This design comes from an exercise in tuning for small area on the open sky130 flow, not from production work. Only simulation tests tie the RTL to the original design; equivalence was not proved. The flow treats the clock pin as an ideal source. Dropping or thinning the clock tree relies on that and would not hold on a real chip. Power is estimated from default activity; no workload was simulated.

// dcsg
module dcsg #(parameter CLK = 3579545)
	(clk, reset, wr, data, sound_out);
Size in the first run: about 610 cells after synthesis, ~170 flip-flops, ~27 I/O pins, ~6900 µm² of cells after synthesis.
clock: 5.0 ns
lec_check: 0
cap_margin: 20
core_margin: 2
core_utilization: 60
cts_buf_list: sky130_fd_sc_hd__clkbuf_8
slew_margin: 20
run.sh (not shown) runs the stock make flow with config.mk's settings and CLKGATE_MAP_FILE= SYNTH_SCRIPT=/design/flow/synth_recipe.tcl, a recipe that flattens the netlist after the stock synthesis.
Rerun with:
==> flow/flow/run.sh (new file) <==
#!/bin/bash
# The standard layout (the standard.sh, ORFS on sky130hd), with two changes:
# the port buffers are the smallest buffer, and clock tree synthesis adds no
# dummy loads. Each tool's output is in orfs/logs; make's output in standard.log.
set -euo pipefail
bash standard.sh \
	"BUFFER_PORTS_ARGS=-inputs -outputs -buffer_cell sky130_fd_sc_hd__buf_1" \
	"CTS_ARGS=-sink_clustering_enable -repair_clock_nets -buf_list sky130_fd_sc_hd__clkbuf_8 -dont_use_dummy_load" \
	finish > standard.log 2>&1
==> flow/standard.sh (new file) <==
#!/bin/bash
# synth_recipe.tcl (not shown) runs the flow's synth.tcl, then flattens the netlist and writes it again
# the make line also repeats each setting of config.mk as NAME=value (left out here)
make -C /OpenROAD-flow-scripts/flow DESIGN_CONFIG=/design/flow/config.mk WORK_HOME=/design/flow/orfs CLKGATE_MAP_FILE= SYNTH_SCRIPT=/design/flow/synth_recipe.tcl "${@:-finish}"
removed: flow/run.sh
The changed run completed without violations. Hold slack got worse by 0.013 ns. Clock-buffer cell count is unchanged. Wire length decreases by 0.49%. Sequential power barely changes. Cell count decreases by 1.6%.

========
red:
dcsg, a different RTL version from the one above (not shown whole).
Size in the first run: roughly 620 cells after synthesis, roughly 27 I/O pins, about 6700 sq um of cells after synthesis.
## dcsg
module dcsg #(parameter CLK = 3579545)
	(clk, reset, wr, data, sound_out);
input clk, reset, wr;
input [7:0] data;
output [15:0] sound_out;
reg [2:0] last;
reg fb;
reg [3:0] att_n[0:3];
wire [2:0] regsel = data[7] ? data[6:4] : last;
integer k;
wire [3:0] att_d = ~data[3:0] & {4{~reset}};
wire att_w = wr & data[7] & data[4];
always @(posedge clk)
	if (reset) begin
		last <= 0;
		fb <= 0;
	end
	else if (wr & data[7]) begin
		last <= data[6:4];
		if (~data[4] & &data[6:5]) fb <= data[2];
	end
always @(posedge clk)
	for (k = 0; k < 4; k = k + 1)
		if (reset | att_w & data[6:5] == k) att_n[k] <= att_d;
reg [1:0] divcnt, i;
wire step = ~|divcnt;
always @(posedge clk)
	if (reset) begin
		divcnt <= 0;
		i <= 0;
	end
	else begin
		divcnt <= { divcnt[1] ^ ~divcnt[0], ~divcnt[0] };
		if (step) i <= { i[1] ^ i[0], ~i[0] };
	end
reg pv, plo;
reg [6:0] pd;
reg [10:0] p0, p1, p2;
reg [1:0] nf;
reg z;
wire pnoise = &last[2:1];
wire pdefer = last[2] & ~last[1] & (divcnt == 2'd1) & (&i);
always @(posedge clk)
	if (reset) pv <= 0;
	else if (wr) pv <= ~regsel[0] & (data[7] | ~&regsel[2:1]);
	else if (~pdefer) pv <= 0;
always @(posedge clk)
	if (wr) begin
		plo <= data[7];
		pd <= data[6:0];
	end
wire apply = pv & ~pdefer;
wire [6:0] pdr = pd & {7{~reset}};
wire [2:0] psel = { last[2:1], plo };
always @(posedge clk)
	if (reset) begin
		nf <= 0;
		z <= 1;
	end
	else if (apply & pnoise) begin
		nf <= pd[1:0];
		z <= 0;
	end
always @(posedge clk) begin
	if (reset | apply & psel == 3'b000) p0[10:4] <= pdr;
	if (reset | apply & psel == 3'b001) p0[3:0] <= pdr[3:0];
	if (reset | apply & psel == 3'b010) p1[10:4] <= pdr;
	if (reset | apply & psel == 3'b011) p1[3:0] <= pdr[3:0];
	if (reset | apply & psel == 3'b100) p2[10:4] <= pdr;
	if (reset | apply & psel == 3'b101) p2[3:0] <= pdr[3:0];
end
wire [10:0] period3 = z ? 11'h000 : &nf ? { p2[9:0], 1'b0 } : 11'h20 << nf;
wire [10:0] period_i = i[1] ? (i[0] ? period3 : p2) : (i[0] ? p1 : p0);
function [12:0] tbl;
input [3:0] l;
	case (l)
		4'hf: tbl = 13'h1fff;
		4'he: tbl = 13'h196a;
		4'hd: tbl = 13'h1430;
		4'hc: tbl = 13'h1009;
		4'hb: tbl = 13'h0cbc;
		4'ha: tbl = 13'h0a1e;
		4'h9: tbl = 13'h0809;
		4'h8: tbl = 13'h0662;
		4'h7: tbl = 13'h0512;
		4'h6: tbl = 13'h0407;
  ...
clock: 5.0 ns
lec_check: 0
cap_margin: 20
core_margin: 2
core_utilization: 65
cts_buf_list: sky130_fd_sc_hd__clkbuf_8
slew_margin: 20
standard.sh (not shown) runs the stock make flow with config.mk's settings and CLKGATE_MAP_FILE= SYNTH_SCRIPT=/design/flow/synth_recipe.tcl, a recipe that flattens the netlist after the stock synthesis.
==> flow/flow/run.sh <==
#!/bin/bash
# The standard layout (the standard.sh, ORFS on sky130hd), with two changes:
# the port buffers are the smallest buffer, and the clock tree is built by
# cts.tcl (one small root buffer and six leaf buffers) in place of ORFS's CTS.
# Logs: standard_place.log and standard.log (make), cts.log (clock tree),
# and ORFS's own logs in orfs/logs.
set -euo pipefail
ARGS=("BUFFER_PORTS_ARGS=-inputs -outputs -buffer_cell sky130_fd_sc_hd__buf_1")
bash standard.sh "${ARGS[@]}" place > standard_place.log 2>&1
RESULTS=$PWD/orfs/results/sky130hd/dcsg/base NBUF=6 \
	CBUF=sky130_fd_sc_hd__clkbuf_16 RBUF=sky130_fd_sc_hd__clkbuf_4 CLKNET=clk \
	openroad -no_init -exit flow/cts.tcl > cts.log 2>&1
bash standard.sh "${ARGS[@]}" finish > standard.log 2>&1
Other scripts of this flow, unchanged in this note and not shown: flow/flow/clock_tree.tcl, flow/flow/cts.tcl
--- input diff red..blue ---
-- flow/config.mk --
<<< red, line 9
export CORE_MARGIN = 2
export CORE_UTILIZATION = 65
export CTS_BUF_LIST = sky130_fd_sc_hd__clkbuf_8
export SLEW_MARGIN = 20
>>> blue, line 9
export CORE_MARGIN = 2
export CORE_UTILIZATION = 60
export CTS_BUF_LIST = sky130_fd_sc_hd__clkbuf_8
export PLACE_DENSITY = 0.75
export SLEW_MARGIN = 20
--- outcome ---
Taking red as the reference, in blue worst setup timing slack at the placement stage went up 11 ps, number of DRC violations after detailed-routing iteration 0 went up, final cell utilization of the core now sits lower, placed wire-length estimate decreased about 3%, logic depth of the worst register-to-register path essentially unchanged. Routed wire length (lower): blue. Going from red to blue, global-route wire length before repair decreased 3.7%; clock skew went down.
No run of this note takes its clock network from TritonCTS; it comes from the design's own scripts or RTL.

-- separate check: timing with driven ports --
The flow's constraints put no driver on any port. The routed layouts listed below were extracted and timed again, unchanged, in two steps.
Step 1: set_driving_cell puts a clkbuf_16 on clk and a buf_2 on each other input, an assumption about the parent block.
Step 2 times the ports against the registers' clock, not the clock port: input delays grow and output delays shrink by t, the midpoint of the rising clock arrivals with the driver on.
a / b / c = ideal ports / drivers / drivers and shift; a / b = the first two.
run	t, ns	setup WS [ns]	slew at the worst register clock pin (ns)	worst data-port slew with drivers (ns)	cell pins on the clock port's net
the first run of note 1	0.488	0.195 / 0.195 / 0.195	0.09 / 0.09	0.03	1
the second run of note 1	0.477	0.200 / 0.200 / 0.200	0.08 / 0.08	0.03	1
red	0.551	0.394 / 0.394 / 0.394	0.11 / 0.11	0.04	1
blue	0.550	0.432 / 0.432 / 0.432	0.10 / 0.10	0.03	1
After both steps setup and hold are still met in every run listed.
